Source: an optimization exercise on an open RTL-to-GDS flow (aim: small area and a short achievable clock period). Production flows keep margins and buffers that such runs may drop.
Function was checked by simulation only, so behaviour that the tests miss may differ from the original.
The clock port is modelled as an ideal driver; clocking choices that lean on that would not hold on a real chip.

<file path="flow/flow/run.sh">
#!/bin/bash
# The standard layout (standard.sh: ORFS, synthesis to final layout), with
# these changes:
#  - the ports get plain buffers (buf_2) instead of the delay cells that
#    buffer_ports picks by default, and the reset port, which drives every
#    flip-flop, a buf_8 (flow/pre_resize.tcl, before repair_design);
#  - the clock port drives three clkbuf_8, each of which drives the registers
#    of one third of the core (flow/pre_cts.tcl), instead of a five-buffer
#    tree with dummy loads.
# standard.sh's output goes to standard.log, ORFS's logs to orfs/logs/.
set -o pipefail
HERE=$(pwd)
cp standard.sh standard_sh.txt
export BUFFER_PORTS_ARGS="-buffer_cell sky130_fd_sc_hd__buf_2"
export PRE_RESIZE_TCL=$HERE/flow/pre_resize.tcl
export PRE_CTS_TCL=$HERE/flow/pre_cts.tcl
export CTS_ARGS="-clk_nets clk -repair_clock_nets -dont_use_dummy_load -buf_list sky130_fd_sc_hd__clkbuf_8"
bash standard.sh > standard.log 2>&1
</file>
<file path="flow/flow/pre_cts.tcl">
# The clock port drives NBUF clock buffers (clkbuf_8) directly; each drives the
# registers of one vertical strip of the core and sits at their centre.
# clock_tree_synthesis is then run on the port net only.
set NBUF 3
set block [ord::get_db_block]
set dbu [$block getDbUnitsPerMicron]
set regs {}
foreach oi [$block getInsts] {
  if {[string match "*__df*" [[$oi getMaster] getName]]} {
    lassign [$oi getLocation] x y
    lappend regs [list $x $y [$oi getName]]
  }
}
set regs [lsort -integer -index 0 $regs]
set n [llength $regs]
for {set k 0} {$k < $NBUF} {incr k} {
  set lo [expr {$k * $n / $NBUF}]
  set hi [expr {($k + 1) * $n / $NBUF - 1}]
  set grp [lrange $regs $lo $hi]
  set sx 0; set sy 0; set pins {}
  foreach r $grp {
    lassign $r x y name
    set sx [expr {$sx + $x}]; set sy [expr {$sy + $y}]
    lappend pins [get_pins -of_objects [get_cells $name] -filter "name == CLK"]
  }
  set m [llength $grp]
  set cx [expr {double($sx) / $m / $dbu}]
  set cy [expr {double($sy) / $m / $dbu}]
  puts "pre_cts: clock buffer $k drives $m registers, at $cx $cy"
  insert_buffer -buffer_cell sky130_fd_sc_hd__clkbuf_8 -net clk -load_pins $pins \
    -buffer_name clkbuf_$k -net_name clk_$k -location [list $cx $cy]
}
</file>
<file path="flow/flow/pre_resize.tcl">
# The reset input drives every flip-flop: give its port buffer more drive
# (buf_8) instead of leaving repair_design to add a second buffer for slew.
set rst_net [get_nets rst_n]
foreach pin [get_pins -of_objects $rst_net] {
  set inst [get_cells -of_objects $pin]
  if {[get_property $inst ref_name] eq "sky130_fd_sc_hd__buf_2"} {
    puts "pre_resize: [get_full_name $inst] -> sky130_fd_sc_hd__buf_8"
    replace_cell $inst sky130_fd_sc_hd__buf_8
  }
}
</file>
<file path="flow/standard.sh">
#!/bin/bash
# synth_recipe.tcl (not shown) runs the flow's synth.tcl, then flattens the netlist and writes it again
# the make line also repeats each setting of config.mk as NAME=value (left out here)
make -C /OpenROAD-flow-scripts/flow DESIGN_CONFIG=/design/flow/config.mk WORK_HOME=/design/flow/orfs CLKGATE_MAP_FILE= SYNTH_SCRIPT=/design/flow/synth_recipe.tcl "${@:-finish}"
</file>
<file path="flow/config.mk">
export PLATFORM = sky130hd
export DESIGN_NAME = IIR
export DESIGN_NICKNAME = IIR
export VERILOG_FILES = /design/flow/design.v
export SDC_FILE = /design/flow/constraint.sdc
export NUM_CORES = 4
export LEC_CHECK = 0
export CAP_MARGIN = 20
export CORE_MARGIN = 2
export CORE_UTILIZATION = 65
export PLACE_DENSITY = 0.75
export SLEW_MARGIN = 20
export SYNTH_HIERARCHICAL = 1
export SYNTH_MINIMUM_KEEP_SIZE = 0
</file>
<file path="flow/constraint.sdc">
create_clock -name core_clock -period 17.0 [get_ports {clk}]
set_input_delay 3.4000 -clock core_clock [delete_from_list [all_inputs] [get_ports {clk}]]
set_output_delay 3.4000 -clock core_clock [all_outputs]
set_load 0.01 [all_outputs]
</file>
<file path="flow/design.v">
module IIR (
    input              clk,
    input              rst_n,
    input        [7:0] adc,
    output       [7:0] dac,
    output             adc_clk,
    output             dac_clk
);
reg [3:0] c;
reg       s;
always @(posedge clk or negedge rst_n)
    if (!rst_n) begin c <= 4'd0; s <= 1'b0; end
    else if (c == 4'd11) begin c <= 4'd0; s <= ~s; end
    else c <= c + 4'd1;
assign adc_clk = s;
assign dac_clk = s;
wire en = (c == 4'd11) & ~s;
wire en_n = ~en;
reg [7:0] x1;
reg [9:0] w;    
reg [8:0] y1, y2;
wire [7:0] x1_d;
wire [9:0] w_d;
wire [8:0] y1_d, y2_d;
always @(posedge clk or negedge rst_n)
    if (!rst_n) begin x1 <= 8'd0; w <= 10'd0; y1 <= 9'd0; y2 <= 9'd0; end
    else begin x1 <= x1_d; w <= w_d; y1 <= y1_d; y2 <= y2_d; end
assign dac = y[7:0];
wire n1;
wire n2;
wire n3;
wire n4;
wire n5;
wire n6;
wire n7;
wire n8;
wire n9;
wire n10;
wire s11;
wire c12;
wire s13;
wire c14;
wire s15;
wire c16;
wire s17;
wire c18;
wire s19;
wire c20;
wire s21;
wire c22;
wire s23;
wire c24;
wire s25;
wire c26;
wire s27;
wire c28;
wire s29;
wire c30;
wire s31;
wire c32;
wire s33;
wire c34;
wire s35;
wire c36;
wire s37;
wire c38;
wire s39;
wire c40;
wire s41;
wire c42;
wire s43;
wire c44;
wire s45;
wire c46;
wire s47;
wire c48;
wire s49;
wire c50;
wire s51;
wire c52;
wire s53;
wire c54;
wire s55;
wire c56;
wire s57;
wire c58;
wire s59;
wire c60;
wire s61;
wire c62;
wire s63;
wire c64;
wire s65;
wire c66;
wire s67;
wire c68;
wire s69;
wire c70;
wire s71;
wire c72;
wire s73;
wire c74;
wire s75;
wire c76;
wire s77;
wire c78;
wire n79;
wire n80;
wire s81;
wire c82;
wire s83;
wire c84;
wire s85;
wire c86;
wire s87;
wire c88;
wire s89;
wire c90;
wire s91;
wire c92;
wire s93;
wire c94;
wire s95;
wire c96;
wire s97;
wire c98;
wire s99;
wire c100;
wire s101;
wire c102;
wire s103;
wire c104;
wire s105;
wire c106;
wire s107;
wire c108;
wire s109;
wire c110;
wire s111;
wire c112;
wire s113;
wire c114;
wire s115;
wire c116;
wire s117;
wire c118;
wire s119;
wire c120;
wire s121;
wire c122;
wire s123;
wire c124;
wire s125;
wire c126;
wire s127;
wire c128;
wire s129;
wire c130;
wire s131;
wire c132;
wire s133;
wire c134;
wire s135;
wire c136;
wire n137;
wire n138;
wire s139;
wire c140;
wire s141;
wire c142;
wire s143;
wire c144;
wire s145;
wire c146;
wire s147;
wire c148;
wire s149;
wire c150;
wire s151;
wire c152;
wire s153;
wire c154;
wire n155;
wire n156;
wire s157;
wire c158;
wire s159;
wire c160;
wire s161;
wire c162;
wire s163;
wire c164;
wire s165;
wire c166;
wire s167;
wire c168;
wire s169;
wire c170;
wire s171;
wire c172;
wire s173;
wire c174;
wire s175;
wire c176;
wire s177;
wire c178;
wire s179;
wire c180;
wire s181;
wire c182;
wire s183;
wire c184;
wire s185;
wire c186;
wire s187;
wire c188;
wire n189;
wire n190;
wire s191;
wire c192;
wire s193;
wire c194;
wire s195;
wire c196;
wire s197;
wire c198;
wire s199;
wire c200;
wire s201;
wire c202;
wire s203;
wire c204;
wire s205;
wire c206;
wire s207;
wire c208;
wire s209;
wire c210;
wire s211;
wire c212;
wire s213;
wire c214;
wire s215;
wire c216;
wire s217;
wire c218;
wire s219;
wire c220;
wire s221;
wire c222;
wire s223;
wire c224;
wire s225;
wire c226;
wire s227;
wire c228;
wire s229;
wire c230;
wire s231;
wire c232;
wire n233;
wire n234;
wire s235;
wire c236;
wire s237;
wire c238;
wire s239;
wire c240;
wire s241;
wire c242;
wire s243;
wire c244;
wire s245;
wire c246;
wire s247;
wire c248;
wire s249;
wire c250;
wire s251;
wire c252;
wire s253;
wire c254;
wire s255;
wire c256;
wire s257;
wire c258;
wire s259;
wire c260;
wire s261;
wire c262;
wire s263;
wire c264;
wire s265;
wire c266;
wire s267;
wire c268;
wire s269;
wire c270;
wire s271;
wire c272;
wire s273;
wire c274;
wire s275;
wire c276;
wire s277;
wire c278;
wire s279;
wire c280;
wire n281;
wire n282;
wire n283;
wire n284;
wire n285;
wire n286;
wire n287;
wire n288;
wire n289;
wire n290;
wire n291;
wire n292;
wire n293;
wire n294;
wire n295;
wire n296;
wire n297;
wire n298;
wire n299;
wire n300;
wire n301;
wire n302;
wire n303;
wire n304;
wire n305;
wire n306;
wire n307;
wire n308;
wire s309;
wire c310;
wire s311;
wire c312;
wire s313;
wire c314;
wire s315;
wire c316;
wire s317;
wire c318;
wire s319;
wire c320;
wire s321;
wire c322;
wire s323;
wire c324;
wire [20:0] cg = {1'b0, 1'b0, 1'b0, 1'b0, ~n306, 1'b0, ~n303, ~n300, ~n297, ~n295, ~n293, ~n291, ~n289, 1'b0, 1'b0, ~n287, 1'b0, ~n285, ~n283, 1'b0, ~n281};
wire [20:0] ct = {s243, s241, s237, s231, ~n307, s279, ~n304, ~n301, ~n298, ~n296, ~n294, ~n292, ~n290, s255, s251, ~n288, s245, ~n286, ~n284, s11, ~n282};
wire [20:0] cx = {s243, s241, s237, s231, n308, s279, n305, n302, n299, 1'b0, 1'b0, 1'b0, 1'b0, s255, s251, 1'b0, s245, 1'b0, 1'b0, s11, 1'b0};
wire [21:0] cc;
assign cc[0] = 1'b0;
wire pg0_1 = cg[1] | (ct[1] & cg[0]);
wire pt0_1 = ct[1] & ct[0];
wire pg0_3 = cg[3] | (ct[3] & cg[2]);
wire pt0_3 = ct[3] & ct[2];
wire pg0_5 = cg[5] | (ct[5] & cg[4]);
wire pt0_5 = ct[5] & ct[4];
wire pg0_7 = cg[7] | (ct[7] & cg[6]);
wire pt0_7 = ct[7] & ct[6];
wire pg0_9 = cg[9] | (ct[9] & cg[8]);
wire pt0_9 = ct[9] & ct[8];
wire pg0_11 = cg[11] | (ct[11] & cg[10]);
wire pt0_11 = ct[11] & ct[10];
wire pg0_13 = cg[13] | (ct[13] & cg[12]);
wire pt0_13 = ct[13] & ct[12];
wire pg0_15 = cg[15] | (ct[15] & cg[14]);
wire pt0_15 = ct[15] & ct[14];
wire pg0_17 = cg[17] | (ct[17] & cg[16]);
wire pt0_17 = ct[17] & ct[16];
wire pg0_19 = cg[19] | (ct[19] & cg[18]);
wire pt0_19 = ct[19] & ct[18];
wire pg1_2 = cg[2] | (ct[2] & pg0_1);
wire pt1_2 = ct[2] & pt0_1;
wire pg1_3 = pg0_3 | (pt0_3 & pg0_1);
wire pt1_3 = pt0_3 & pt0_1;
wire pg1_6 = cg[6] | (ct[6] & pg0_5);
wire pt1_6 = ct[6] & pt0_5;
wire pg1_7 = pg0_7 | (pt0_7 & pg0_5);
wire pt1_7 = pt0_7 & pt0_5;
wire pg1_10 = cg[10] | (ct[10] & pg0_9);
wire pt1_10 = ct[10] & pt0_9;
wire pg1_11 = pg0_11 | (pt0_11 & pg0_9);
wire pt1_11 = pt0_11 & pt0_9;
wire pg1_14 = cg[14] | (ct[14] & pg0_13);
wire pt1_14 = ct[14] & pt0_13;
wire pg1_15 = pg0_15 | (pt0_15 & pg0_13);
wire pt1_15 = pt0_15 & pt0_13;
wire pg1_18 = cg[18] | (ct[18] & pg0_17);
wire pt1_18 = ct[18] & pt0_17;
wire pg1_19 = pg0_19 | (pt0_19 & pg0_17);
wire pt1_19 = pt0_19 & pt0_17;
wire pg2_4 = cg[4] | (ct[4] & pg1_3);
wire pt2_4 = ct[4] & pt1_3;
wire pg2_5 = pg0_5 | (pt0_5 & pg1_3);
wire pt2_5 = pt0_5 & pt1_3;
wire pg2_6 = pg1_6 | (pt1_6 & pg1_3);
wire pt2_6 = pt1_6 & pt1_3;
wire pg2_7 = pg1_7 | (pt1_7 & pg1_3);
wire pt2_7 = pt1_7 & pt1_3;
wire pg2_12 = cg[12] | (ct[12] & pg1_11);
wire pt2_12 = ct[12] & pt1_11;
wire pg2_13 = pg0_13 | (pt0_13 & pg1_11);
wire pt2_13 = pt0_13 & pt1_11;
wire pg2_14 = pg1_14 | (pt1_14 & pg1_11);
wire pt2_14 = pt1_14 & pt1_11;
wire pg2_15 = pg1_15 | (pt1_15 & pg1_11);
wire pt2_15 = pt1_15 & pt1_11;
wire pg2_20 = cg[20] | (ct[20] & pg1_19);
wire pt2_20 = ct[20] & pt1_19;
wire pg3_8 = cg[8] | (ct[8] & pg2_7);
wire pt3_8 = ct[8] & pt2_7;
wire pg3_9 = pg0_9 | (pt0_9 & pg2_7);
wire pt3_9 = pt0_9 & pt2_7;
wire pg3_10 = pg1_10 | (pt1_10 & pg2_7);
wire pt3_10 = pt1_10 & pt2_7;
wire pg3_11 = pg1_11 | (pt1_11 & pg2_7);
wire pt3_11 = pt1_11 & pt2_7;
wire pg3_12 = pg2_12 | (pt2_12 & pg2_7);
wire pt3_12 = pt2_12 & pt2_7;
wire pg3_13 = pg2_13 | (pt2_13 & pg2_7);
wire pt3_13 = pt2_13 & pt2_7;
wire pg3_14 = pg2_14 | (pt2_14 & pg2_7);
wire pt3_14 = pt2_14 & pt2_7;
wire pg3_15 = pg2_15 | (pt2_15 & pg2_7);
wire pt3_15 = pt2_15 & pt2_7;
wire pg4_16 = cg[16] | (ct[16] & pg3_15);
wire pt4_16 = ct[16] & pt3_15;
wire pg4_17 = pg0_17 | (pt0_17 & pg3_15);
wire pt4_17 = pt0_17 & pt3_15;
wire pg4_18 = pg1_18 | (pt1_18 & pg3_15);
wire pt4_18 = pt1_18 & pt3_15;
wire pg4_19 = pg1_19 | (pt1_19 & pg3_15);
wire pt4_19 = pt1_19 & pt3_15;
wire pg4_20 = pg2_20 | (pt2_20 & pg3_15);
wire pt4_20 = pt2_20 & pt3_15;
assign cc[1] = cg[0];
assign cc[2] = pg0_1;
assign cc[3] = pg1_2;
assign cc[4] = pg1_3;
assign cc[5] = pg2_4;
assign cc[6] = pg2_5;
assign cc[7] = pg2_6;
assign cc[8] = pg2_7;
assign cc[9] = pg3_8;
assign cc[10] = pg3_9;
assign cc[11] = pg3_10;
assign cc[12] = pg3_11;
assign cc[13] = pg3_12;
assign cc[14] = pg3_13;
assign cc[15] = pg3_14;
assign cc[16] = pg3_15;
assign cc[17] = pg4_16;
assign cc[18] = pg4_17;
assign cc[19] = pg4_18;
assign cc[20] = pg4_19;
assign cc[21] = pg4_20;
wire [8:0] y = cx[20:12] ^ cc[20:12];
wire [9:0] wn = {c324, s323, s321, s319, s317, s315, s313, s311, s309, x1[0]};
c_inv un1 (.a(y1[8]), .y(n1));
c_inv un2 (.a(y2[0]), .y(n2));
c_inv un3 (.a(y2[1]), .y(n3));
c_inv un4 (.a(y2[2]), .y(n4));
c_inv un5 (.a(y2[3]), .y(n5));
c_inv un6 (.a(y2[4]), .y(n6));
c_inv un7 (.a(y2[5]), .y(n7));
c_inv un8 (.a(y2[6]), .y(n8));
c_inv un9 (.a(y2[7]), .y(n9));
c_inv un10 (.a(y2[8]), .y(n10));
iir_fa us11 (.a(x1[1]), .b(y1[0]), .c(y2[1]), .s(s11), .co(c12));
iir_fa us13 (.a(w[0]), .b(x1[2]), .c(y1[1]), .s(s13), .co(c14));
iir_fa us15 (.a(y2[0]), .b(y2[2]), .c(c12), .s(s15), .co(c16));
iir_ha us17 (.a(s13), .b(s15), .s(s17), .co(c18));
iir_fa us19 (.a(w[1]), .b(x1[3]), .c(y1[2]), .s(s19), .co(c20));
iir_fa us21 (.a(y1[0]), .b(y2[1]), .c(y2[3]), .s(s21), .co(c22));
iir_fa us23 (.a(c14), .b(s19), .c(s21), .s(s23), .co(c24));
iir_fa us25 (.a(c16), .b(s23), .c(c18), .s(s25), .co(c26));
iir_fa us27 (.a(w[2]), .b(w[0]), .c(x1[4]), .s(s27), .co(c28));
iir_fa us29 (.a(y1[3]), .b(y1[1]), .c(y2[2]), .s(s29), .co(c30));
iir_fa us31 (.a(y2[4]), .b(c20), .c(c22), .s(s31), .co(c32));
iir_fa us33 (.a(s27), .b(s29), .c(c24), .s(s33), .co(c34));
iir_fa us35 (.a(s31), .b(s33), .c(c26), .s(s35), .co(c36));
iir_fa us37 (.a(w[3]), .b(w[1]), .c(x1[5]), .s(s37), .co(c38));
iir_fa us39 (.a(y1[4]), .b(y1[2]), .c(y2[0]), .s(s39), .co(c40));
iir_fa us41 (.a(y2[3]), .b(y2[5]), .c(c28), .s(s41), .co(c42));
iir_fa us43 (.a(c30), .b(s37), .c(s39), .s(s43), .co(c44));
iir_fa us45 (.a(c32), .b(s41), .c(s43), .s(s45), .co(c46));
iir_fa us47 (.a(c34), .b(s45), .c(c36), .s(s47), .co(c48));
iir_fa us49 (.a(w[4]), .b(w[2]), .c(x1[6]), .s(s49), .co(c50));
iir_fa us51 (.a(y1[5]), .b(y1[3]), .c(y1[0]), .s(s51), .co(c52));
iir_fa us53 (.a(y2[0]), .b(y2[1]), .c(y2[4]), .s(s53), .co(c54));
iir_fa us55 (.a(y2[6]), .b(c38), .c(c40), .s(s55), .co(c56));
iir_fa us57 (.a(s49), .b(s51), .c(s53), .s(s57), .co(c58));
iir_fa us59 (.a(c42), .b(c44), .c(s55), .s(s59), .co(c60));
iir_fa us61 (.a(s57), .b(s59), .c(c46), .s(s61), .co(c62));
iir_fa us63 (.a(w[5]), .b(w[3]), .c(x1[7]), .s(s63), .co(c64));
iir_fa us65 (.a(y1[6]), .b(y1[4]), .c(y1[1]), .s(s65), .co(c66));
iir_fa us67 (.a(y2[1]), .b(y2[2]), .c(y2[5]), .s(s67), .co(c68));
iir_fa us69 (.a(y2[7]), .b(c50), .c(c52), .s(s69), .co(c70));
iir_fa us71 (.a(c54), .b(s63), .c(s65), .s(s71), .co(c72));
iir_fa us73 (.a(s67), .b(c56), .c(c58), .s(s73), .co(c74));
iir_fa us75 (.a(s69), .b(s71), .c(c60), .s(s75), .co(c76));
iir_fa us77 (.a(s73), .b(s75), .c(c62), .s(s77), .co(c78));
c_xnor2 un79 (.a(w[6]), .b(w[4]), .y(n79));
c_or2 un80 (.a(w[6]), .b(w[4]), .y(n80));
iir_fa us81 (.a(w[0]), .b(y1[7]), .c(y1[5]), .s(s81), .co(c82));
iir_fa us83 (.a(y1[2]), .b(y2[0]), .c(y2[2]), .s(s83), .co(c84));
iir_fa us85 (.a(y2[3]), .b(y2[6]), .c(n10), .s(s85), .co(c86));
iir_fa us87 (.a(n79), .b(c64), .c(c66), .s(s87), .co(c88));
iir_fa us89 (.a(c68), .b(s81), .c(s83), .s(s89), .co(c90));
iir_fa us91 (.a(s85), .b(c70), .c(c72), .s(s91), .co(c92));
iir_fa us93 (.a(s87), .b(s89), .c(c74), .s(s93), .co(c94));
iir_fa us95 (.a(s91), .b(c76), .c(s93), .s(s95), .co(c96));
iir_ha us97 (.a(c78), .b(s95), .s(s97), .co(c98));
iir_fa us99 (.a(w[7]), .b(w[5]), .c(w[1]), .s(s99), .co(c100));
iir_fa us101 (.a(y1[6]), .b(y1[3]), .c(y1[0]), .s(s101), .co(c102));
iir_fa us103 (.a(y2[1]), .b(y2[3]), .c(y2[4]), .s(s103), .co(c104));
iir_fa us105 (.a(y2[7]), .b(n1), .c(n80), .s(s105), .co(c106));
iir_fa us107 (.a(c82), .b(c84), .c(c86), .s(s107), .co(c108));
iir_fa us109 (.a(s99), .b(s101), .c(s103), .s(s109), .co(c110));
iir_fa us111 (.a(s105), .b(c88), .c(c90), .s(s111), .co(c112));
iir_fa us113 (.a(s107), .b(s109), .c(c92), .s(s113), .co(c114));
iir_fa us115 (.a(s111), .b(c94), .c(s113), .s(s115), .co(c116));
iir_fa us117 (.a(c96), .b(s115), .c(c98), .s(s117), .co(c118));
iir_fa us119 (.a(w[8]), .b(w[6]), .c(w[2]), .s(s119), .co(c120));
iir_fa us121 (.a(y1[7]), .b(y1[4]), .c(y1[1]), .s(s121), .co(c122));
iir_fa us123 (.a(y2[2]), .b(y2[4]), .c(y2[5]), .s(s123), .co(c124));
iir_fa us125 (.a(n10), .b(c100), .c(c102), .s(s125), .co(c126));
iir_fa us127 (.a(c104), .b(s119), .c(s121), .s(s127), .co(c128));
iir_fa us129 (.a(s123), .b(c106), .c(c108), .s(s129), .co(c130));
iir_fa us131 (.a(c110), .b(s125), .c(s127), .s(s131), .co(c132));
iir_fa us133 (.a(c112), .b(s129), .c(s131), .s(s133), .co(c134));
iir_fa us135 (.a(c114), .b(s133), .c(c116), .s(s135), .co(c136));
c_xnor2 un137 (.a(w[9]), .b(w[7]), .y(n137));
c_or2 un138 (.a(w[9]), .b(w[7]), .y(n138));
iir_fa us139 (.a(w[3]), .b(y1[5]), .c(y1[2]), .s(s139), .co(c140));
iir_fa us141 (.a(y2[3]), .b(y2[5]), .c(y2[6]), .s(s141), .co(c142));
iir_fa us143 (.a(n1), .b(n2), .c(n137), .s(s143), .co(c144));
iir_fa us145 (.a(c120), .b(c122), .c(c124), .s(s145), .co(c146));
iir_fa us147 (.a(s139), .b(s141), .c(s143), .s(s147), .co(c148));
iir_fa us149 (.a(c126), .b(c128), .c(s145), .s(s149), .co(c150));
iir_fa us151 (.a(s147), .b(c130), .c(s149), .s(s151), .co(c152));
iir_fa us153 (.a(c132), .b(c134), .c(s151), .s(s153), .co(c154));
c_xnor2 un155 (.a(w[8]), .b(w[4]), .y(n155));
c_or2 un156 (.a(w[8]), .b(w[4]), .y(n156));
iir_fa us157 (.a(y1[6]), .b(y1[3]), .c(y1[0]), .s(s157), .co(c158));
iir_fa us159 (.a(y2[4]), .b(y2[6]), .c(y2[7]), .s(s159), .co(c160));
iir_fa us161 (.a(n3), .b(n155), .c(n138), .s(s161), .co(c162));
iir_fa us163 (.a(c140), .b(c142), .c(s157), .s(s163), .co(c164));
iir_fa us165 (.a(s159), .b(c144), .c(s161), .s(s165), .co(c166));
iir_fa us167 (.a(c146), .b(s163), .c(c148), .s(s167), .co(c168));
iir_fa us169 (.a(s165), .b(c150), .c(s167), .s(s169), .co(c170));
iir_fa us171 (.a(c152), .b(s169), .c(c154), .s(s171), .co(c172));
iir_fa us173 (.a(w[9]), .b(w[5]), .c(y1[7]), .s(s173), .co(c174));
iir_fa us175 (.a(y1[4]), .b(y1[1]), .c(y2[5]), .s(s175), .co(c176));
iir_fa us177 (.a(y2[7]), .b(n4), .c(n10), .s(s177), .co(c178));
iir_fa us179 (.a(n156), .b(c158), .c(c160), .s(s179), .co(c180));
iir_fa us181 (.a(s173), .b(s175), .c(s177), .s(s181), .co(c182));
iir_fa us183 (.a(c162), .b(c164), .c(s179), .s(s183), .co(c184));
iir_fa us185 (.a(s181), .b(c166), .c(s183), .s(s185), .co(c186));
iir_fa us187 (.a(c168), .b(s185), .c(c170), .s(s187), .co(c188));
c_xnor2 un189 (.a(w[6]), .b(y1[5]), .y(n189));
c_or2 un190 (.a(w[6]), .b(y1[5]), .y(n190));
iir_fa us191 (.a(y1[2]), .b(y2[6]), .c(n1), .s(s191), .co(c192));
iir_fa us193 (.a(n5), .b(n10), .c(n189), .s(s193), .co(c194));
iir_fa us195 (.a(c174), .b(c176), .c(c178), .s(s195), .co(c196));
iir_fa us197 (.a(s191), .b(s193), .c(c180), .s(s197), .co(c198));
iir_fa us199 (.a(c182), .b(s195), .c(s197), .s(s199), .co(c200));
iir_fa us201 (.a(c184), .b(c186), .c(s199), .s(s201), .co(c202));
iir_fa us203 (.a(w[7]), .b(y1[6]), .c(y1[3]), .s(s203), .co(c204));
iir_fa us205 (.a(y2[7]), .b(n6), .c(n190), .s(s205), .co(c206));
iir_fa us207 (.a(c192), .b(s203), .c(c194), .s(s207), .co(c208));
iir_fa us209 (.a(s205), .b(c196), .c(s207), .s(s209), .co(c210));
iir_fa us211 (.a(c198), .b(s209), .c(c200), .s(s211), .co(c212));
iir_ha us213 (.a(c202), .b(s211), .s(s213), .co(c214));
iir_fa us215 (.a(w[8]), .b(y1[7]), .c(y1[4]), .s(s215), .co(c216));
iir_fa us217 (.a(n7), .b(n10), .c(c204), .s(s217), .co(c218));
iir_fa us219 (.a(s215), .b(c206), .c(s217), .s(s219), .co(c220));
iir_fa us221 (.a(c208), .b(s219), .c(c210), .s(s221), .co(c222));
iir_fa us223 (.a(s221), .b(c212), .c(c214), .s(s223), .co(c224));
iir_fa us225 (.a(w[9]), .b(y1[5]), .c(n1), .s(s225), .co(c226));
iir_fa us227 (.a(n8), .b(c216), .c(s225), .s(s227), .co(c228));
iir_fa us229 (.a(c218), .b(s227), .c(c220), .s(s229), .co(c230));
iir_fa us231 (.a(s229), .b(c222), .c(c224), .s(s231), .co(c232));
c_xnor2 un233 (.a(y1[6]), .b(n9), .y(n233));
c_or2 un234 (.a(y1[6]), .b(n9), .y(n234));
iir_fa us235 (.a(n233), .b(c226), .c(c228), .s(s235), .co(c236));
iir_fa us237 (.a(s235), .b(c230), .c(c232), .s(s237), .co(c238));
iir_fa us239 (.a(y1[7]), .b(y2[8]), .c(n234), .s(s239), .co(c240));
iir_fa us241 (.a(s239), .b(c236), .c(c238), .s(s241), .co(c242));
iir_fa us243 (.a(n1), .b(c240), .c(c242), .s(s243), .co(c244));
iir_fa us245 (.a(s35), .b(adc[2]), .c(adc[0]), .s(s245), .co(c246));
iir_fa us247 (.a(s47), .b(adc[3]), .c(adc[1]), .s(s247), .co(c248));
iir_fa us249 (.a(s61), .b(c48), .c(adc[4]), .s(s249), .co(c250));
iir_fa us251 (.a(adc[2]), .b(c248), .c(s249), .s(s251), .co(c252));
iir_fa us253 (.a(s77), .b(adc[5]), .c(adc[3]), .s(s253), .co(c254));
iir_fa us255 (.a(c250), .b(s253), .c(c252), .s(s255), .co(c256));
iir_fa us257 (.a(adc[6]), .b(adc[4]), .c(adc[0]), .s(s257), .co(c258));
iir_fa us259 (.a(s97), .b(c254), .c(s257), .s(s259), .co(c260));
iir_fa us261 (.a(adc[7]), .b(adc[5]), .c(adc[1]), .s(s261), .co(c262));
iir_fa us263 (.a(c258), .b(s261), .c(s117), .s(s263), .co(c264));
iir_fa us265 (.a(adc[6]), .b(adc[2]), .c(s135), .s(s265), .co(c266));
iir_fa us267 (.a(c262), .b(c118), .c(s265), .s(s267), .co(c268));
iir_fa us269 (.a(s153), .b(adc[7]), .c(adc[3]), .s(s269), .co(c270));
iir_fa us271 (.a(c136), .b(s269), .c(c266), .s(s271), .co(c272));
iir_fa us273 (.a(adc[4]), .b(s171), .c(c270), .s(s273), .co(c274));
iir_fa us275 (.a(adc[5]), .b(s187), .c(c172), .s(s275), .co(c276));
iir_fa us277 (.a(s201), .b(c188), .c(adc[6]), .s(s277), .co(c278));
iir_fa us279 (.a(s213), .b(adc[7]), .c(c278), .s(s279), .co(c280));
c_nand2 un281 (.a(x1[0]), .b(y2[0]), .y(n281));
c_nor2 un282 (.a(x1[0]), .b(y2[0]), .y(n282));
c_nand2 un283 (.a(s17), .b(adc[0]), .y(n283));
c_nor2 un284 (.a(s17), .b(adc[0]), .y(n284));
c_nand2 un285 (.a(s25), .b(adc[1]), .y(n285));
c_nor2 un286 (.a(s25), .b(adc[1]), .y(n286));
c_nand2 un287 (.a(c246), .b(s247), .y(n287));
c_nor2 un288 (.a(c246), .b(s247), .y(n288));
c_nand2 un289 (.a(c256), .b(s259), .y(n289));
c_nor2 un290 (.a(c256), .b(s259), .y(n290));
c_nand2 un291 (.a(c260), .b(s263), .y(n291));
c_nor2 un292 (.a(c260), .b(s263), .y(n292));
c_nand2 un293 (.a(c264), .b(s267), .y(n293));
c_nor2 un294 (.a(c264), .b(s267), .y(n294));
c_nand2 un295 (.a(c268), .b(s271), .y(n295));
c_nor2 un296 (.a(c268), .b(s271), .y(n296));
c_nand2 un297 (.a(c272), .b(s273), .y(n297));
c_nor2 un298 (.a(c272), .b(s273), .y(n298));
c_xor2 un299 (.a(c272), .b(s273), .y(n299));
c_nand2 un300 (.a(c274), .b(s275), .y(n300));
c_nor2 un301 (.a(c274), .b(s275), .y(n301));
c_xor2 un302 (.a(c274), .b(s275), .y(n302));
c_nand2 un303 (.a(c276), .b(s277), .y(n303));
c_nor2 un304 (.a(c276), .b(s277), .y(n304));
c_xor2 un305 (.a(c276), .b(s277), .y(n305));
c_nand2 un306 (.a(s223), .b(c280), .y(n306));
c_nor2 un307 (.a(s223), .b(c280), .y(n307));
c_xor2 un308 (.a(s223), .b(c280), .y(n308));
iir_ha us309 (.a(adc[0]), .b(x1[1]), .s(s309), .co(c310));
iir_fa us311 (.a(adc[1]), .b(x1[2]), .c(c310), .s(s311), .co(c312));
iir_fa us313 (.a(adc[2]), .b(x1[3]), .c(c312), .s(s313), .co(c314));
iir_fa us315 (.a(adc[3]), .b(x1[4]), .c(c314), .s(s315), .co(c316));
iir_fa us317 (.a(adc[4]), .b(x1[5]), .c(c316), .s(s317), .co(c318));
iir_fa us319 (.a(adc[5]), .b(x1[6]), .c(c318), .s(s319), .co(c320));
iir_fa us321 (.a(adc[6]), .b(x1[7]), .c(c320), .s(s321), .co(c322));
iir_ha us323 (.a(adc[7]), .b(c322), .s(s323), .co(c324));
c_ao22 ux1_d0 (.s(en), .sn(en_n), .d(adc[0]), .q(x1[0]), .y(x1_d[0]));
c_ao22 ux1_d1 (.s(en), .sn(en_n), .d(adc[1]), .q(x1[1]), .y(x1_d[1]));
c_ao22 ux1_d2 (.s(en), .sn(en_n), .d(adc[2]), .q(x1[2]), .y(x1_d[2]));
c_ao22 ux1_d3 (.s(en), .sn(en_n), .d(adc[3]), .q(x1[3]), .y(x1_d[3]));
c_ao22 ux1_d4 (.s(en), .sn(en_n), .d(adc[4]), .q(x1[4]), .y(x1_d[4]));
c_ao22 ux1_d5 (.s(en), .sn(en_n), .d(adc[5]), .q(x1[5]), .y(x1_d[5]));
c_ao22 ux1_d6 (.s(en), .sn(en_n), .d(adc[6]), .q(x1[6]), .y(x1_d[6]));
c_ao22 ux1_d7 (.s(en), .sn(en_n), .d(adc[7]), .q(x1[7]), .y(x1_d[7]));
c_ao22 uw_d0 (.s(en), .sn(en_n), .d(wn[0]), .q(w[0]), .y(w_d[0]));
c_ao22 uw_d1 (.s(en), .sn(en_n), .d(wn[1]), .q(w[1]), .y(w_d[1]));
c_ao22 uw_d2 (.s(en), .sn(en_n), .d(wn[2]), .q(w[2]), .y(w_d[2]));
c_ao22 uw_d3 (.s(en), .sn(en_n), .d(wn[3]), .q(w[3]), .y(w_d[3]));
c_ao22 uw_d4 (.s(en), .sn(en_n), .d(wn[4]), .q(w[4]), .y(w_d[4]));
c_ao22 uw_d5 (.s(en), .sn(en_n), .d(wn[5]), .q(w[5]), .y(w_d[5]));
c_ao22 uw_d6 (.s(en), .sn(en_n), .d(wn[6]), .q(w[6]), .y(w_d[6]));
c_ao22 uw_d7 (.s(en), .sn(en_n), .d(wn[7]), .q(w[7]), .y(w_d[7]));
c_ao22 uw_d8 (.s(en), .sn(en_n), .d(wn[8]), .q(w[8]), .y(w_d[8]));
c_ao22 uw_d9 (.s(en), .sn(en_n), .d(wn[9]), .q(w[9]), .y(w_d[9]));
c_ao22 uy1_d0 (.s(en), .sn(en_n), .d(y[0]), .q(y1[0]), .y(y1_d[0]));
c_ao22 uy1_d1 (.s(en), .sn(en_n), .d(y[1]), .q(y1[1]), .y(y1_d[1]));
c_ao22 uy1_d2 (.s(en), .sn(en_n), .d(y[2]), .q(y1[2]), .y(y1_d[2]));
c_ao22 uy1_d3 (.s(en), .sn(en_n), .d(y[3]), .q(y1[3]), .y(y1_d[3]));
c_ao22 uy1_d4 (.s(en), .sn(en_n), .d(y[4]), .q(y1[4]), .y(y1_d[4]));
c_ao22 uy1_d5 (.s(en), .sn(en_n), .d(y[5]), .q(y1[5]), .y(y1_d[5]));
c_ao22 uy1_d6 (.s(en), .sn(en_n), .d(y[6]), .q(y1[6]), .y(y1_d[6]));
c_ao22 uy1_d7 (.s(en), .sn(en_n), .d(y[7]), .q(y1[7]), .y(y1_d[7]));
c_ao22 uy1_d8 (.s(en), .sn(en_n), .d(y[8]), .q(y1[8]), .y(y1_d[8]));
c_ao22 uy2_d0 (.s(en), .sn(en_n), .d(y1[0]), .q(y2[0]), .y(y2_d[0]));
c_ao22 uy2_d1 (.s(en), .sn(en_n), .d(y1[1]), .q(y2[1]), .y(y2_d[1]));
c_ao22 uy2_d2 (.s(en), .sn(en_n), .d(y1[2]), .q(y2[2]), .y(y2_d[2]));
c_ao22 uy2_d3 (.s(en), .sn(en_n), .d(y1[3]), .q(y2[3]), .y(y2_d[3]));
c_ao22 uy2_d4 (.s(en), .sn(en_n), .d(y1[4]), .q(y2[4]), .y(y2_d[4]));
c_ao22 uy2_d5 (.s(en), .sn(en_n), .d(y1[5]), .q(y2[5]), .y(y2_d[5]));
c_ao22 uy2_d6 (.s(en), .sn(en_n), .d(y1[6]), .q(y2[6]), .y(y2_d[6]));
c_ao22 uy2_d7 (.s(en), .sn(en_n), .d(y1[7]), .q(y2[7]), .y(y2_d[7]));
c_ao22 uy2_d8 (.s(en), .sn(en_n), .d(y1[8]), .q(y2[8]), .y(y2_d[8]));
endmodule
module iir_fa (input a, input b, input c, output s, output co);
assign s = a ^ b ^ c;
assign co = (a & b) | (a & c) | (b & c);
endmodule
module iir_ha (input a, input b, output s, output co);
assign s = a ^ b;
assign co = a & b;
endmodule
module c_ao22 (input s, input sn, input d, input q, output y);
assign y = (s & d) | (sn & q);
endmodule
module c_inv (input a, output y);
assign y = ~a;
endmodule
module c_nand2 (input a, input b, output y);
assign y = ~(a & b);
endmodule
module c_nor2 (input a, input b, output y);
assign y = ~(a | b);
endmodule
module c_or2 (input a, input b, output y);
assign y = a | b;
endmodule
module c_xnor2 (input a, input b, output y);
assign y = ~(a ^ b);
endmodule
module c_xor2 (input a, input b, output y);
assign y = a ^ b;
endmodule
</file>
==> reports/metrics.yaml, run 1 <==
status: "finished clean"
max_freq_mhz: 105.1
dr.pass1.iters: 5
fin_tns_setup_ns: 0
gp_congestion: 0.8838
ys_seq_area_frac: 0.2174
synth_edf_count: 0
hold_viol: 0
dp.cells: 435
antenna_found_initial: 0
syn_nets: 474
crit_type: "in2out"
synth_area_um2: 4718
async_reset_ff_frac: 1.000
grt_setup_unrepaired: "no"
path_clk_slew_ns: 0.09
hold_ws_ns: 0.4818
fillerInstances: 533
finClkSkew_ns: 0.01091
area_growth_syn_to_layout_pct: 4.455
setup_violations: 0
first_global_vias: 3073
grtUsageTotal: 0.2870
layout.cells.non_filler: 438
rows: 31
path_cells: "buf_2, fa_1, fa_1, fa_1, nand4_1, a211oi_2, o21bai_2, a21oi_1, xor2_1, buf_2"
cpPeakStageDelay_ns: 0.49
synth.area.top_cells: "fa_1 (56%), dfrtp_1 (22%), a22o_1 (6.7%)"
synth_top_flop_cell: "dfrtp_1"
clkLatencyLatePin_ns: 0.16
multi_input_area_um2: 3576
ys_types: 32
drtAntennaViolNets: 0
yosys_warnings: 7
seq_area_um2: 1026
worstHoldPathType: "reg2reg"
die-area_um2: 7957
r2r_cells: 16
coreArea_um2: 7137
layout-drive-gt1-share: 0.08850
critical_path.max_fanout: 5
yosysTopAreaCell: "fa_1"
drcViolationCount: 0
num_vias: 2729
fin_crit_sh: 0.5595
dpl.hpwl_um: 8369
crit_arrival_ns: 6.11
post_cts_resized: 0
grt_pass1_wl_um: 16500
post-cts-setup-buffers: 0
yosys.area.top_type_share: 0.5643
timing.max_slew.rel_slack: 0.4713
port_buffers: 19
num_antenna_cells: 0
cts_hold_buf: 0
slew_viol_final: 0
die_w_um: 89.20
avgViaCountPerCell: 6.231
grt_max_degree: 42
worstSetupStartpoint: "adc[4]"
layout_commonest_cell: "fa_1"
tightest_slew_ns: 0.7930
crit_path_frequent_cell: "fa_1"
crit_required_ns: 13.60
drt_iter0_drc: 170
postSynthAreaPerCell_um2: 14.52
holdPathStages: 1
start_util: 0.6611
crit_slowest_cell: "fa_1"
syn_inst: 325
grt_remaining_overflow: 0
ys_ff_latch: 41
boundaryPins: 20
wire_per_inst_um: 23.30
max-cap-violations: 0
fin_crit_ns: 9.512
startpoint_type: "input pin"
dieHeight_um: 89.20
final_cell_mix: "fa_1 (133), dfrtp_1 (41), a22o_1 (36)"
endpoint_kind: "output port"
timing.rr.start: "y1[3]"
nNetsFinal: 490
hold_start: "c[0]"
drt_wl_total_um: 10210
critical path, delay by kind of cell:
family                   cells  cell delay [ns]
adder cells (fa/ha/maj)      3             1.38
AO/OA/AOI/OAI                3             0.64
buffers and inverters        2             0.34
XOR/XNOR                     1             0.21
AND/OR/NAND/NOR              1             0.14
worst paths after layout:
check	end	slack [ns]
worst max-delay path	dac[7]	7.49
worst min-delay path	c[0]	0.48
worst max register to register	y1[7]	11.19
worst min register to register	c[0]	0.48
max in group asynchronous	y2[6]	13.63
min in group asynchronous	w[7]	3.10
cell usage after synthesis (2+ instances only):
cell type    n
xor2_1       9
buf_4        9
fa_1       133
a22o_1      36
or2_1        5
dfrtp_1     41
xnor2_1      8
o21ai_0      6
ha_1         6
inv_1       13
nand2_1     19
nor2_1      16
a21oi_1      4
nor2b_1      2
Yosys stat by module (local to each module, per instance):
module   area [um^2]  times used  cells inside
c_or2          6.256           5             1
c_inv          3.754          10             1
iir_ha         12.51           5             1
iir_fa         20.02         133             1
c_xor2         8.758           4             1
c_nand2        3.754          12             1
c_nor2         3.754          11             1
c_ao22         8.758          36             1
IIR             1444           1           104
c_xnor2        8.758           5             1
sequential cells by signal, indices dropped and copies added, names as in the netlist:
name / count
w: 10
y1: 9
y2: 9
x1: 8
c: 4
s: 1
layout make-up, clock buffers not listed:
class / instances / share of cell area
Inverter: 13 / 0.009901
Multi-Input combinational cell: 262 / 0.7256
Sequential cell: 41 / 0.2082
Timing Repair Buffer: 20 / 0.02285
Tap cell: 99 / 0.02513
logic make-up (layout without fill, tap and decap cells):
kind of cell               count (synthesis)  after routing  share of synthesized area
adders and majority gates                139            139                     0.5802
AOI/OAI and AO/OA                         54             54                    0.09255
and+or+nand+nor                           51             51                    0.05118
DFF                                       41             41                     0.2174
buffers and inverters                     22             36                    0.02466
xor gates and xnor gates                  17             17                    0.03156
muxes                                      1              1                   0.002386
metrics by stage:
step / worst slack, ns / utilization / instance area (um^2)
2_1_floorplan: 7.899 / - / 4718
3_3_place_gp: 7.575 / 0.6834 / 4877
3_5_place_dp: 7.524 / 0.6848 / 4887
4_1_cts: 7.511 / 0.6906 / 4928
5_1_grt: 7.302 / 0.6906 / 4928
6_report: 7.488 / 0.6906 / 4928
routing by layer:
layer  vias up  wire [um]  part of all wire  track usage
met4         0        314             0.031      0.06513
met3        23        577             0.057      0.02401
met5         -          0                 0            0
li1       1103          -                 -            -
met1      1508       3796              0.37       0.3930
met2        95       5518              0.54       0.5111
==> run 2: changes to the inputs <==
--- a/flow/config.mk
+++ b/flow/config.mk
@@ -7,8 +7,7 @@
 export LEC_CHECK = 0
 export CAP_MARGIN = 20
 export CORE_MARGIN = 2
-export CORE_UTILIZATION = 65
-export PLACE_DENSITY = 0.75
+export CORE_UTILIZATION = 40
 export SLEW_MARGIN = 20
 export SYNTH_HIERARCHICAL = 1
 export SYNTH_MINIMUM_KEEP_SIZE = 0
==> run 2 against run 1 <==
  * Maximum frequency barely moved
  * Flip-flop and latch count unchanged
  * Largest cell class unchanged
  * Die area is 59% higher
  * Highest routed layer unchanged
  * Utilization shrank 26 points
==> reports/metrics.yaml, run 2 <==
crit_required_ns: 13.60  # about the same
fin_crit_sh: 0.5594  # was 0.5595
ys_ff_latch: 41  # unchanged
fin_tns_setup_ns: 0  # unchanged
wire_per_inst_um: 21.86  # was 23.30 um
grt_max_degree: 42  # unchanged
hold_ws_ns: 0.4683  # was 0.4818 ns
crit_type: "in2out"  # unchanged
drtAntennaViolNets: 0  # unchanged
boundaryPins: 20  # unchanged
yosys_warnings: 7  # unchanged
num_antenna_cells: 0  # unchanged
yosys.area.top_type_share: 0.5643  # unchanged
crit_arrival_ns: 6.11  # about the same
antenna_found_initial: 0  # unchanged
start_util: 0.4115  # was 0.6611
num_vias: 2631  # was 2729
crit_slowest_cell: "fa_1"  # unchanged
path_cells: "buf_2, fa_1, fa_1, fa_1, nand2_1, o21ai_0, a21oi_1, o2bb2ai_1, o21bai_2, a21oi_2, a31oi_1, buf_2"  # was buf_2, fa_1, fa_1, fa_1, nand4_1, a211oi_2, o21bai_2, a21oi_1, xor2_1, buf_2
die_w_um: 112.6  # was 89.20 um
postSynthAreaPerCell_um2: 14.52  # unchanged
port_buffers: 19  # unchanged
timing.rr.start: "y1[1]"  # was y1[3]
critical_path.max_fanout: 5  # unchanged
synth_edf_count: 0  # unchanged
drcViolationCount: 0  # unchanged
reg_top3: "w (10), y1 (9), y2 (9)"  # unchanged
setup_violations: 0  # unchanged
grtUsageTotal: 0.1798  # was 0.2870
cts_hold_buf: 0  # unchanged
ys_types: 32  # unchanged
avgViaCountPerCell: 5.459  # was 6.231
endpoint_kind: "output port"  # unchanged
dieHeight_um: 112.6  # was 89.20 um
coreArea_um2: 11470  # was 7137 um^2
yosysTopAreaCell: "fa_1"  # unchanged
synth.area.top_cells: "fa_1 (56%), dfrtp_1 (22%), a22o_1 (6.7%)"  # unchanged
yosysMostFrequentCell: "fa_1"  # unchanged
grt_pass1_wl_um: 17500  # was 16500 um
tightest_slew_ns: 0.8416  # was 0.7930 ns
layout-drive-gt1-share: 0.08850  # unchanged
grt_setup_unrepaired: "no"  # unchanged
nNetsFinal: 490  # unchanged
worstHoldPathType: "reg2reg"  # unchanged
fin_crit_ns: 9.509  # was 9.512 ns
max_freq_mhz: 105.2  # was 105.1 MHz
max-cap-violations: 0  # unchanged
ys_seq_area_frac: 0.2174  # unchanged
path_clk_slew_ns: 0.09  # about the same
die-area_um2: 12680  # was 7957 um^2
gp_congestion: 0.8955  # was 0.8838
layout_commonest_cell: "fa_1"  # unchanged
critical_path_buf_inv_count: 2  # unchanged
post-cts-setup-buffers: 0  # unchanged
status: "finished clean"  # unchanged
synth_top_flop_cell: "dfrtp_1"  # unchanged
cpPeakStageDelay_ns: 0.46  # was 0.49 ns
post_cts_resized: 0  # unchanged
largest_reg_flops: 10  # unchanged
synth_area_um2: 4718  # unchanged
finClkSkew_ns: 0.007216  # was 0.01091 ns
first_global_vias: 3128  # was 3073
dpl.hpwl_um: 8549  # was 8369 um
final_cell_mix: "fa_1 (133), dfrtp_1 (41), a22o_1 (36)"  # unchanged
async_reset_ff_frac: 1.000  # unchanged
ys_top_cells_by_count: "fa_1 (133), dfrtp_1 (41), a22o_1 (36)"  # unchanged
clkLatencyLatePin_ns: 0.16  # about the same
rows: 39  # was 31
syn_inst: 325  # unchanged
drt_iter0_drc: 147  # was 170
slew_viol_final: 0  # unchanged
hold_viol: 0  # unchanged
syn_nets: 474  # unchanged
dr.pass1.iters: 4  # was 5
area_growth_syn_to_layout_pct: 5.622  # was 4.455%
worstSetupStartpoint: "adc[4]"  # unchanged
timing.max_slew.rel_slack: 0.4390  # was 0.4713
grt_remaining_overflow: 0  # unchanged
regMostFlops: "w"  # unchanged
crit_path_frequent_cell: "fa_1"  # unchanged
startpoint_type: "input pin"  # unchanged
cp_top_family: "adder cells"  # unchanged
hold_start: "c[0]"  # unchanged
drt_wl_total_um: 10540  # was 10210 um
-- run 2: cell counts after synthesis --
No cell type changed its count.
-- run 2: through the flow --
stage / utilization / worst slack (ns) / cell area (um^2) / instances
2_1_floorplan: - / 7.899 / 4718 / 325
3_3_place_gp: 0.4301 / 7.569 / 4932 / 479
3_5_place_dp: 0.4310 / 7.488 / 4942 / 479
4_1_cts: 0.4346 / 7.481 / 4984 / 482
5_1_grt: 0.4346 / 7.272 / 4984 / 482
6_report: 0.4346 / 7.491 / 4984 / 482
-- run 2: modules after synthesis (local to each module, per instance) --
module	cells inside	copies in the design	flops+latches	area (um^2)
IIR	104	1	41	1444
iir_fa	1	133	0	20.02
iir_ha	1	5	0	12.51
c_ao22	1	36	0	8.758
c_xnor2	1	5	0	8.758
c_xor2	1	4	0	8.758
c_or2	1	5	0	6.256
c_inv	1	10	0	3.754
c_nand2	1	12	0	3.754
c_nor2	1	11	0	3.754
-- run 2: layer usage --
layer  wire length [um]  up-vias  part of all wire  track usage
met5                  0        -                 0            0
met4                131        0             0.012      0.01951
met3                448       12             0.043      0.01998
met2               5506       58              0.52       0.3098
met1               4450     1463              0.42       0.2578
li1                   -     1098                 -            -
-- run 2: area by class of cell, clock buffers not listed --
type,count,area (um^2)
Sequential cell,41,1026
Inverter,13,48.80
Fill cell,1036,6484
Timing Repair Buffer,20,112.6
Multi-Input combinational cell,262,3576
Tap cell,143,178.9
-- run 2: path summary, 6_finish.rpt --
path	end	slack [ns]	depth (start not counted)
max	dac[5]	7.49	12
min	c[0]	0.47	1
max reg2reg	y1[8]	11.15	16
min reg2reg	c[0]	0.47	1
max in group asynchronous	c[2]	13.61	1
min in group asynchronous	x1[4]	3.10	1
-- run 2: cells by family after synthesis --
family	share of synthesized area
AO/OA/AOI/OAI	0.09255
XOR/XNOR	0.03156
adder cells (fa/ha/maj)	0.5802
buffers and inverters	0.02466
flip-flops	0.2174
multiplexers	0.002386
AND/OR/NAND/NOR	0.05118
-- run 2: worst reg2reg max path, stage by stage, from the launching register on --
cell and delay [ns]:
dfrtp_1 0.73, fa_1 0.55, fa_1 0.39, fa_1 0.39, fa_1 0.45, fa_1 0.39, fa_1 0.53, fa_1 0.43
fa_1 0.51, nor2_1 0.05, nor2_1 0.14, nand4_1 0.15, a211oi_2 0.29, o21bai_2 0.15, a21oi_1 0.24, xor2_1 0.11
a22o_1 0.22

==> static timing again, ports no longer ideal <==
Ports are ideal in the flow. The routed layouts listed here were re-timed in OpenROAD. Step 1 sets driving cells, clkbuf_16 on the clock port and buf_2 on the other inputs (assumed; they add their load-dependent delay and slew). Step 2, shift: input delay + t, output delay - t, t = (earliest + latest rising clock arrival at the registers) / 2. This alone moves slack from input paths to output paths. a / b / c = ideal ports / drivers / drivers and shift; a / b = the first two.
run	t (ns)	setup WS [ns]	clock arrival spread, ns
run 1	0.205	7.488 / 7.462 / 7.462	0.010 / 0.011
run 2	0.208	7.491 / 7.466 / 7.466	0.007 / 0.008
After both steps every run listed still meets setup and hold. For run 1, which loses most, drivers alone change the setup slack by -0.026 ns; drivers and shift together by -0.026 ns.
